This design comes from an exercise in tuning for small area and few clock cycles per item on the open sky130 flow, not from production work.
Where RTL was checked, it was by simulation tests only, not by an equivalence proof against the original.
No activity file was given, so power comes from the tool's default toggle rates.

==> tundra: inputs <==
// subc_divide
module subc_divide(
    input  logic         clk,
    input  logic         rst,
    input  logic         invalid,
    output logic         inready,
    input  logic [31:0]  a,
    input  logic [31:0]  b,
    input  logic [5:0]   nbits,
    input  logic         outready,
    output logic         outvalid,
    output logic [31:0]  z
);
==> module subc_divide, before the edit <==
module subc_divide(
    input  logic         clk,
    input  logic         rst,
    input  logic         invalid,
    output logic         inready,
    input  logic [31:0]  a,
    input  logic [31:0]  b,
    input  logic [5:0]   nbits,
    input  logic         outready,
    output logic         outvalid,
    output logic [31:0]  z
);
    localparam int K  = 2;
    localparam int MS = (32 + K - 1) / K;      
    localparam int QW = K * MS;                
    localparam int DW = 1;                     
    localparam int CW = 5;                     
    logic [31:0]   b_r;       
    logic [31:0]   r_r;       
    logic [QW-1:0] q_r;       
    logic [DW-1:0] d_r;       
    logic [CW-1:0] cnt;       
    logic          busy;      
    logic          ov;        
    assign inready  = ~busy & (~ov | outready);
    assign outvalid = ov;
    assign z        = 32'(q_r >> d_r);
    wire acc = invalid & inready;
    function automatic logic [32:0] step(input logic [31:0] ri, input logic [31:0] bi);
        logic [31:0] t, p, g, c, gg, pp, gn, pn;
        logic        qb;
        t  = {ri[30:0], 1'b0};
        p  = t ^ ~bi;
        g  = t & ~bi;
        gg = {g[31:1], g[0] | p[0]};        
        pp = p;
        for (int l = 0; l < 5; l++) begin
            gn = gg;
            pn = pp;
            for (int i = 0; i < 32; i++)
                if (((i >> l) & 1) == 1) begin
                    gn[i] = gg[i] | (pp[i] & gg[((i >> l) << l) - 1]);
                    pn[i] = pp[i] & pp[((i >> l) << l) - 1];
                end
            gg = gn;
            pp = pn;
        end
        c  = {gg[30:0], 1'b1};              
        qb = ri[31] | gg[31];
        step = {qb, qb ? (p ^ c) : t};
    endfunction
    logic [31:0]  rs [0:K];
    logic [K-1:0] qb;
    wire  [31:0]  bs = (b_r & {32{busy}}) | (b & {32{~busy}});
    assign rs[0] = busy ? r_r : a;
    for (genvar i = 0; i < K; i++) begin : g_step
        wire [32:0] st = step(rs[i], bs);
        assign qb[K-1-i] = st[32];
        assign rs[i+1]   = st[31:0];
    end
    logic [CW-1:0] m_in;
    logic [DW-1:0] d_in;
    always_comb begin
        m_in = '0;
        d_in = '0;
        for (int i = 0; i <= 32; i++)
            if (nbits == 6'(i)) begin
                m_in = CW'((i + K - 1) / K);
                d_in = DW'(K * ((i + K - 1) / K) - i);
            end
    end
    always_ff @(posedge clk) begin
        r_r <= rs[K];
        b_r <= bs;
        if (acc)
            d_r <= d_in;
        if (acc)
            q_r <= (nbits == 6'd0) ? '0 : QW'(qb);
        else if (busy)
            q_r <= {q_r[QW-1-K:0], qb};
        if (~busy)
            cnt <= m_in - CW'(1);
        else
            cnt <= cnt - CW'(1);
    end
    always_ff @(posedge clk) begin
        if (rst) begin
            busy <= 1'b0;
            ov   <= 1'b0;
        end else if (busy) begin
            if (cnt == CW'(1)) begin
                busy <= 1'b0;
                ov   <= 1'b1;
            end
        end else if (acc) begin
            busy <= (m_in > CW'(1));
            ov   <= (m_in <= CW'(1));
        end else if (outready) begin
            ov   <= 1'b0;
        end
    end
endmodule
Settings: LEC_CHECK=0, CAP_MARGIN=20, CORE_MARGIN=2, CORE_UTILIZATION=40, SLEW_MARGIN=20; clock period 8.0 ns.
standard.sh (not shown) runs the stock make flow with config.mk's settings and CLKGATE_MAP_FILE= SYNTH_SCRIPT=/design/flow/synth_recipe.tcl, a recipe that flattens the netlist after the stock synthesis.
==> flow/flow/run.sh <==
#!/bin/bash
# The standard layout, with the port buffers made of the smallest buffer cell
# (buf_1) instead of the delay buffer buffer_ports picks by default. Every
# input and output port still gets its own buffer.
set -euo pipefail
export BUFFER_PORTS_ARGS="-buffer_cell sky130_fd_sc_hd__buf_1"
bash standard.sh finish > standard_flow.log 2>&1
==> quartz (differences from tundra) <==
--- a/flow/design.v
+++ b/flow/design.v
@@ -28,35 +28,13 @@
     assign z        = 32'(q_r >> d_r);
     wire acc = invalid & inready;
-    function automatic logic [32:0] step(input logic [31:0] ri, input logic [31:0] bi);
-        logic [31:0] t, p, g, c, gg, pp, gn, pn;
-        logic        qb;
-        t  = {ri[30:0], 1'b0};
-        p  = t ^ ~bi;
-        g  = t & ~bi;
-        gg = {g[31:1], g[0] | p[0]};        
-        pp = p;
-        for (int l = 0; l < 5; l++) begin
-            gn = gg;
-            pn = pp;
-            for (int i = 0; i < 32; i++)
-                if (((i >> l) & 1) == 1) begin
-                    gn[i] = gg[i] | (pp[i] & gg[((i >> l) << l) - 1]);
-                    pn[i] = pp[i] & pp[((i >> l) << l) - 1];
-                end
-            gg = gn;
-            pp = pn;
-        end
-        c  = {gg[30:0], 1'b1};              
-        qb = ri[31] | gg[31];
-        step = {qb, qb ? (p ^ c) : t};
-    endfunction
     logic [31:0]  rs [0:K];
     logic [K-1:0] qb;
-    wire  [31:0]  bs = (b_r & {32{busy}}) | (b & {32{~busy}});
+    wire  [31:0]  bs = busy ? b_r : b;
     assign rs[0] = busy ? r_r : a;
     for (genvar i = 0; i < K; i++) begin : g_step
-        wire [32:0] st = step(rs[i], bs);
-        assign qb[K-1-i] = st[32];
-        assign rs[i+1]   = st[31:0];
+        wire [31:0] t  = {rs[i][30:0], 1'b0};
+        wire [32:0] df = {1'b0, t} - {1'b0, bs};
+        assign qb[K-1-i] = rs[i][31] | ~df[32];
+        assign rs[i+1]   = qb[K-1-i] ? df[31:0] : t;
     end
     logic [CW-1:0] m_in;
==> summary.md <==
| Metric | Value |
|---|---|
| Run status | `finished clean` |
| Worst hold path cell count | `1` |
| Final Worst Setup Slack | `0.732 ns` |
| Nets | `~1000` |
| Die width | `142 um` |
| Synth Area in Compound Gates | `13.0%` |
| Final WL | `16.8 mm` |
[end of results for tundra]
==> summary.md <==
| Metric | Value |
|---|---|
| Final WL | `19.9 mm` |
| Combinational power share | `slightly above 60%` |
| Nets | `1155` |
| Hold Startpoint | `ov$_SDFFE_PP0P_` |
| Final Worst Setup Slack | `0.551 ns` |
| Worst hold path cell count | `2` |
| Synth Area in Compound Gates | `18.9%` |
| Run status | `finished clean` |
[end of results for quartz]
Testbench counts of quartz, summed over its fixed seeds: cycles 27,628, items 3,200.
The RTL of tundra was laid out without a check of its function.

## separate check: timing with driven ports
The flow's constraints put no driver on any port. The routed layouts listed below were extracted and timed again, unchanged, in two steps.
Step 1, drivers: a clkbuf_16 drives clk and a buf_2 each remaining input, both assumed.
Step 2, shift: input delay + t, output delay - t, t = (earliest + latest rising clock arrival at the registers) / 2. This alone moves slack from input paths to output paths.
Three values: ideal, step 1, step 2; two values: the first two.
| run | t (ns) | slack for setup (ns) | hold slack, ns |
|---|---|---|---|
| tundra | 0.401 | 0.732 / 0.740 / 0.339 | 0.511 / 0.511 / 0.511 |
| quartz | 0.407 | 0.551 / 0.571 / 0.163 | 0.479 / 0.479 / 0.479 |
After both steps every run listed still meets setup and hold. For tundra, which loses most, drivers alone change the setup slack by +0.008 ns; drivers and shift together by -0.393 ns.
